Source: an optimization exercise on an open RTL-to-GDS flow (aim: small area). Production flows keep margins and buffers that such runs may drop.
Only simulation tests tie the RTL to the original design; equivalence was not proved.
Power figures rest on the tool's default switching activity, not on a simulated workload.

Setup of build 25:
==> flow/design.v (excerpt) <==
module calc_lab10(
        input [15:0] sw,
        input btnC, btnD, btnU, clk,
        output [15:0] led,
        output [6:0] seg,
        output [3:0] an,
        output dp
    );
    reg [7:0] A, R;
    reg [18:0] P;       
    reg [1:0] S;        
    wire [7:0] X = sw[7:0];
    wire [3:0] op = sw[11:8];
    wire arith = ~|op[3:1];                  
    wire o_sub = arith & op[0];
    wire o_add = arith & ~op[0];
    wire o_and = (op == 4'd2);
    wire o_or  = (op == 4'd3);
    wire o_xor = (op == 4'd4);
    wire [7:0] B = ({8{o_add | o_xor}} & A) | ({8{o_sub}} & ~A) |
                   ({8{o_and}} & X & ~A) | ({8{o_or}} & ~X & A);
    wire [8:0] c;
    assign c[0] = o_sub;
    genvar i;
    generate for (i = 0; i < 8; i = i + 1) begin : carry
        assign c[i+1] = arith & ((X[i] & B[i]) | (c[i] & (X[i] | B[i])));
    end endgenerate
    wire [7:0] alu = X ^ B ^ c[7:0];
    wire z = ~|P[17:0];
    wire fb = P[18] ^ P[4] ^ P[1] ^ P[0] ^ z;
    wire wrap = P[18] & z;                   
    always @(posedge clk, posedge btnC) begin
        if (btnC) begin
            A <= 8'd0; R <= 8'd0; P <= 19'd0; S <= 2'd0;
        end else begin
            if (btnD) A <= X;
            if (btnU) R <= alu;
            P <= {P[17:0], fb};
            if (wrap) S <= S + 2'd1;
        end
    end
    assign led = {R, A};
    assign dp = 1'b1;
    assign an = ~(4'b0001 << S);
    wire neg = R[7];
    wire [7:0] M = neg ? -R : R;
    function [11:0] bcd8(input [7:0] v);
        integer k;
        reg [11:0] b;
        begin
            b = 12'd0;
            for (k = 7; k >= 0; k = k - 1) begin
                if (b[3:0] > 4'd4) b[3:0] = b[3:0] + 4'd3;
                if (b[7:4] > 4'd4) b[7:4] = b[7:4] + 4'd3;
                b = {b[10:0], v[k]};
            end
            bcd8 = b;
        end
    endfunction
    wire [11:0] dec = bcd8(M);
    reg [3:0] d;
    always @* begin
        case (S)
            2'd0: d = sw[15] ? M[3:0] : dec[3:0];
            2'd1: d = sw[15] ? M[7:4] : dec[7:4];
            2'd2: d = sw[15] ? 4'd0 : dec[11:8];
            default: d = 4'd0;
        endcase
    end
    reg [6:0] pat;
    always @* begin
        case (d)
            4'h0: pat = 7'b1000000;
            4'h1: pat = 7'b1111001;
            4'h2: pat = 7'b0100100;
            4'h3: pat = 7'b0110000;
            4'h4: pat = 7'b0011001;
  ...
clock: 20.0 ns
lec_check: 0
cap_margin: 20
core_margin: 2
core_utilization: 40
slew_margin: 20
standard.sh (not shown) runs the stock make flow with config.mk's settings and CLKGATE_MAP_FILE= SYNTH_SCRIPT=/design/flow/synth_recipe.tcl, a recipe that flattens the netlist after the stock synthesis.
==> flow/flow/run.sh <==
#!/bin/bash
# Own layout flow: the standard ORFS flow (standard.sh) with
#  - synthesis through flow/my_synth.tcl, which is synth_recipe.tcl with an
#    area-oriented ABC script (flow/area.abc) and no adder extraction,
#  - minimum-size port buffers, small clock buffers and no CTS dummy loads,
#  - power recovery (downsizing of non-critical gates) after global routing.
# Each make step writes its full log under orfs/logs/; make's own output
# goes to flow_make.log.
set -euo pipefail
W=$PWD
export MY_ABC_SCRIPT=$W/flow/area.abc
bash standard.sh \
  SYNTH_SCRIPT=$W/flow/my_synth.tcl \
  ABC_AREA=1 \
  ADDER_MAP_FILE= \
  "BUFFER_PORTS_ARGS=-buffer_cell sky130_fd_sc_hd__buf_1" \
  "CTS_ARGS=-sink_clustering_enable -repair_clock_nets -dont_use_dummy_load -buf_list {sky130_fd_sc_hd__clkbuf_1 sky130_fd_sc_hd__clkbuf_2 sky130_fd_sc_hd__clkbuf_4}" \
  RECOVER_POWER=100 \
  finish > $W/flow_make.log 2>&1
==> flow/flow/area.abc <==
strash
&get -n
&deepsyn -T 30
&put
dch -f
amap
==> flow/flow/my_synth.tcl <==
# The standard flow's synthesis (synth_recipe.tcl) with an area-oriented ABC script:
# the abc call of ORFS's synth.tcl gets the script in MY_ABC_SCRIPT.
proc synth {args} { yosys synth -nofsm -noshare {*}$args }
proc abc {args} {
  set i [lsearch -exact $args -script]
  if { $i >= 0 && [info exists ::env(MY_ABC_SCRIPT)] } {
    lset args [expr {$i + 1}] $::env(MY_ABC_SCRIPT)
  }
  yosys abc {*}$args
}
source $::env(SCRIPTS_DIR)/synth.tcl
# left out here: clear keep_hierarchy, flatten, clean up, hide names made inside functions, write 1_2_yosys.v
Build 25: flow complete, layout not clean; failing: max-capacitance violations, max-slew violations
diff inputs: build 25 => build 93
==> flow/run.sh (new file) <==
#!/bin/bash
# synth_recipe.tcl (not shown) runs the flow's synth.tcl, then flattens the netlist and writes it again
# the make line also repeats each setting of config.mk as NAME=value (left out here)
make -C /OpenROAD-flow-scripts/flow DESIGN_CONFIG=/design/flow/config.mk WORK_HOME=/design/flow/orfs CLKGATE_MAP_FILE= SYNTH_SCRIPT=/design/flow/synth_recipe.tcl finish
--- a/flow/config.mk
+++ b/flow/config.mk
@@ -6,6 +6,8 @@
 export NUM_CORES = 4
 export LEC_CHECK = 0
+export ABC_AREA = 1
 export CAP_MARGIN = 20
 export CORE_MARGIN = 2
 export CORE_UTILIZATION = 40
+export CTS_BUF_LIST = sky130_fd_sc_hd__clkbuf_1 sky130_fd_sc_hd__clkbuf_2 sky130_fd_sc_hd__clkbuf_4
 export SLEW_MARGIN = 20
removed: flow/flow/run.sh
removed: flow/flow/area.abc
removed: flow/flow/my_synth.tcl
removed: flow/standard.sh
--- outcome ---
- Every run in build 93 and build 25 closed cleanly, with the single exception of build 25.
- Build 25 ran in full, but the layout does not pass; the checks complain about max-capacitance violations, max-slew violations.
- Summary of build 93 over build 25: core area picked up an extra 2800 um2, hold slack picked up an extra 0.025 ns, area of the die picked up an extra 49%, power picked up an extra about 150%, routed metal-1 wirelength picked up an extra 770 um.
- Going from build 25 to build 93, net total in the final layout went up, part of the cycle the worst path needs went up, number of well taps went up, layout overhead on the synthesized area went up.
- Of the two values seen for dominant combinational cell family by area after synthesis, compound AO/OA/AOI/OAI gates was produced by build 25 and simple AND/OR/NAND/NOR gates by build 93.
- Build 93 ends up with a data arrival time of the critical path that is 0.68 ns higher than in build 25.
Setup changes, build 93 to build 1
==> flow/flow/run.sh (new file) <==
#!/bin/bash
# Own layout flow: the standard ORFS flow (standard.sh) with
#  - synthesis through flow/my_synth.tcl, which is synth_recipe.tcl with an
#    area-oriented ABC script (flow/area.abc) and no adder extraction,
#  - minimum-size port buffers, small clock buffers and no CTS dummy loads,

# Each make step writes its full log under orfs/logs/; make's own output
# goes to flow_make.log.
set -euo pipefail
W=$PWD
export MY_ABC_SCRIPT=$W/flow/area.abc
bash standard.sh \
  SYNTH_SCRIPT=$W/flow/my_synth.tcl \
  ABC_AREA=1 \
  ADDER_MAP_FILE= \
  "BUFFER_PORTS_ARGS=-buffer_cell sky130_fd_sc_hd__buf_1" \
  "CTS_ARGS=-sink_clustering_enable -repair_clock_nets -dont_use_dummy_load -buf_list {sky130_fd_sc_hd__clkbuf_1 sky130_fd_sc_hd__clkbuf_2 sky130_fd_sc_hd__clkbuf_4}" \
  finish > $W/flow_make.log 2>&1
==> flow/flow/area.abc (new file) <==
strash
&get -n
&deepsyn -T 30
&put
dch -f
amap
==> flow/flow/my_synth.tcl (new file) <==
# The standard flow's synthesis (synth_recipe.tcl) with an area-oriented ABC script:
# the abc call of ORFS's synth.tcl gets the script in MY_ABC_SCRIPT.
proc synth {args} { yosys synth -nofsm -noshare {*}$args }
proc abc {args} {
  set i [lsearch -exact $args -script]
  if { $i >= 0 && [info exists ::env(MY_ABC_SCRIPT)] } {
    lset args [expr {$i + 1}] $::env(MY_ABC_SCRIPT)
  }
  yosys abc {*}$args
}
source $::env(SCRIPTS_DIR)/synth.tcl
# left out here: clear keep_hierarchy, flatten, clean up, hide names made inside functions, write 1_2_yosys.v
==> flow/standard.sh (new file) <==
#!/bin/bash
# synth_recipe.tcl (not shown) runs the flow's synth.tcl, then flattens the netlist and writes it again
# the make line also repeats each setting of config.mk as NAME=value (left out here)
make -C /OpenROAD-flow-scripts/flow DESIGN_CONFIG=/design/flow/config.mk WORK_HOME=/design/flow/orfs CLKGATE_MAP_FILE= SYNTH_SCRIPT=/design/flow/synth_recipe.tcl "${@:-finish}"
--- a/flow/config.mk
+++ b/flow/config.mk
@@ -6,8 +6,6 @@
 export NUM_CORES = 4
 export LEC_CHECK = 0
-export ABC_AREA = 1
 export CAP_MARGIN = 20
 export CORE_MARGIN = 2
 export CORE_UTILIZATION = 40
-export CTS_BUF_LIST = sky130_fd_sc_hd__clkbuf_1 sky130_fd_sc_hd__clkbuf_2 sky130_fd_sc_hd__clkbuf_4
 export SLEW_MARGIN = 20
removed: flow/run.sh
## What came out
met2 track demand over resource ends up lower on build 1. In build 1 relative to build 93, cell count of the worst reg-to-reg path had gone down by a little under 10%. Diff build 93 -> build 1 | static leakage | decrease of 1.0 nW. In build 1, the smallest hold slack came out 0.025 ns below the value in build 93. Against build 93, cell area in build 1 came out better. Taking build 93 over build 1, the combinational power ratio works out to 4.5. Build 93 leaves less setup margin than build 1. Re routed wire length: build 1 and build 93 aren't equal, and the higher value belongs to build 93. Compared with build 93, build 1 shows a die footprint that is 3000 um2 lower. The higher global-route usage over all layers came out of build 1. NOTE switching component of the power build 93->build 1 decreased by more than half. Run comparison: build 1 worst setup path endpoint seg[1]; build 93 worst setup path endpoint seg[6].

==> afterwards: timing with drivers on the ports <==
The results above use ideal ports. As a check the final layouts listed here were re-extracted and re-timed, cells and wires unchanged. Step 1 sets driving cells, clkbuf_16 on the clock port and buf_2 on the other inputs (assumed; they add their load-dependent delay and slew). Step 2 adds t to the input delays and takes it off the output delays; t is the mean of the earliest and latest rising clock arrival at the registers after step 1. Input paths then give back, and output paths get back, about the clock's delay inside the block. Three values: ideal ports, drivers, drivers and shift; two values: the first two.
run | shift t [ns] | slack for setup (ns) | worst hold slack (ns) | slew at the worst register clock pin (ns) | worst slew at a driven data input, ns
build 25 | 0.356 | 10.043 / 10.021 / 10.021 | 0.351 / 0.351 / 0.351 | 0.12 / 0.12 | 0.04
build 93 | 0.360 | 9.357 / 9.332 / 9.332 | 0.376 / 0.376 / 0.376 | 0.12 / 0.12 | 0.03
build 1 | 0.357 | 10.048 / 10.026 / 10.026 | 0.350 / 0.350 / 0.350 | 0.12 / 0.12 | 0.03
For build 93, which loses most, drivers alone change the setup slack by -0.025 ns; drivers and shift together by -0.025 ns.
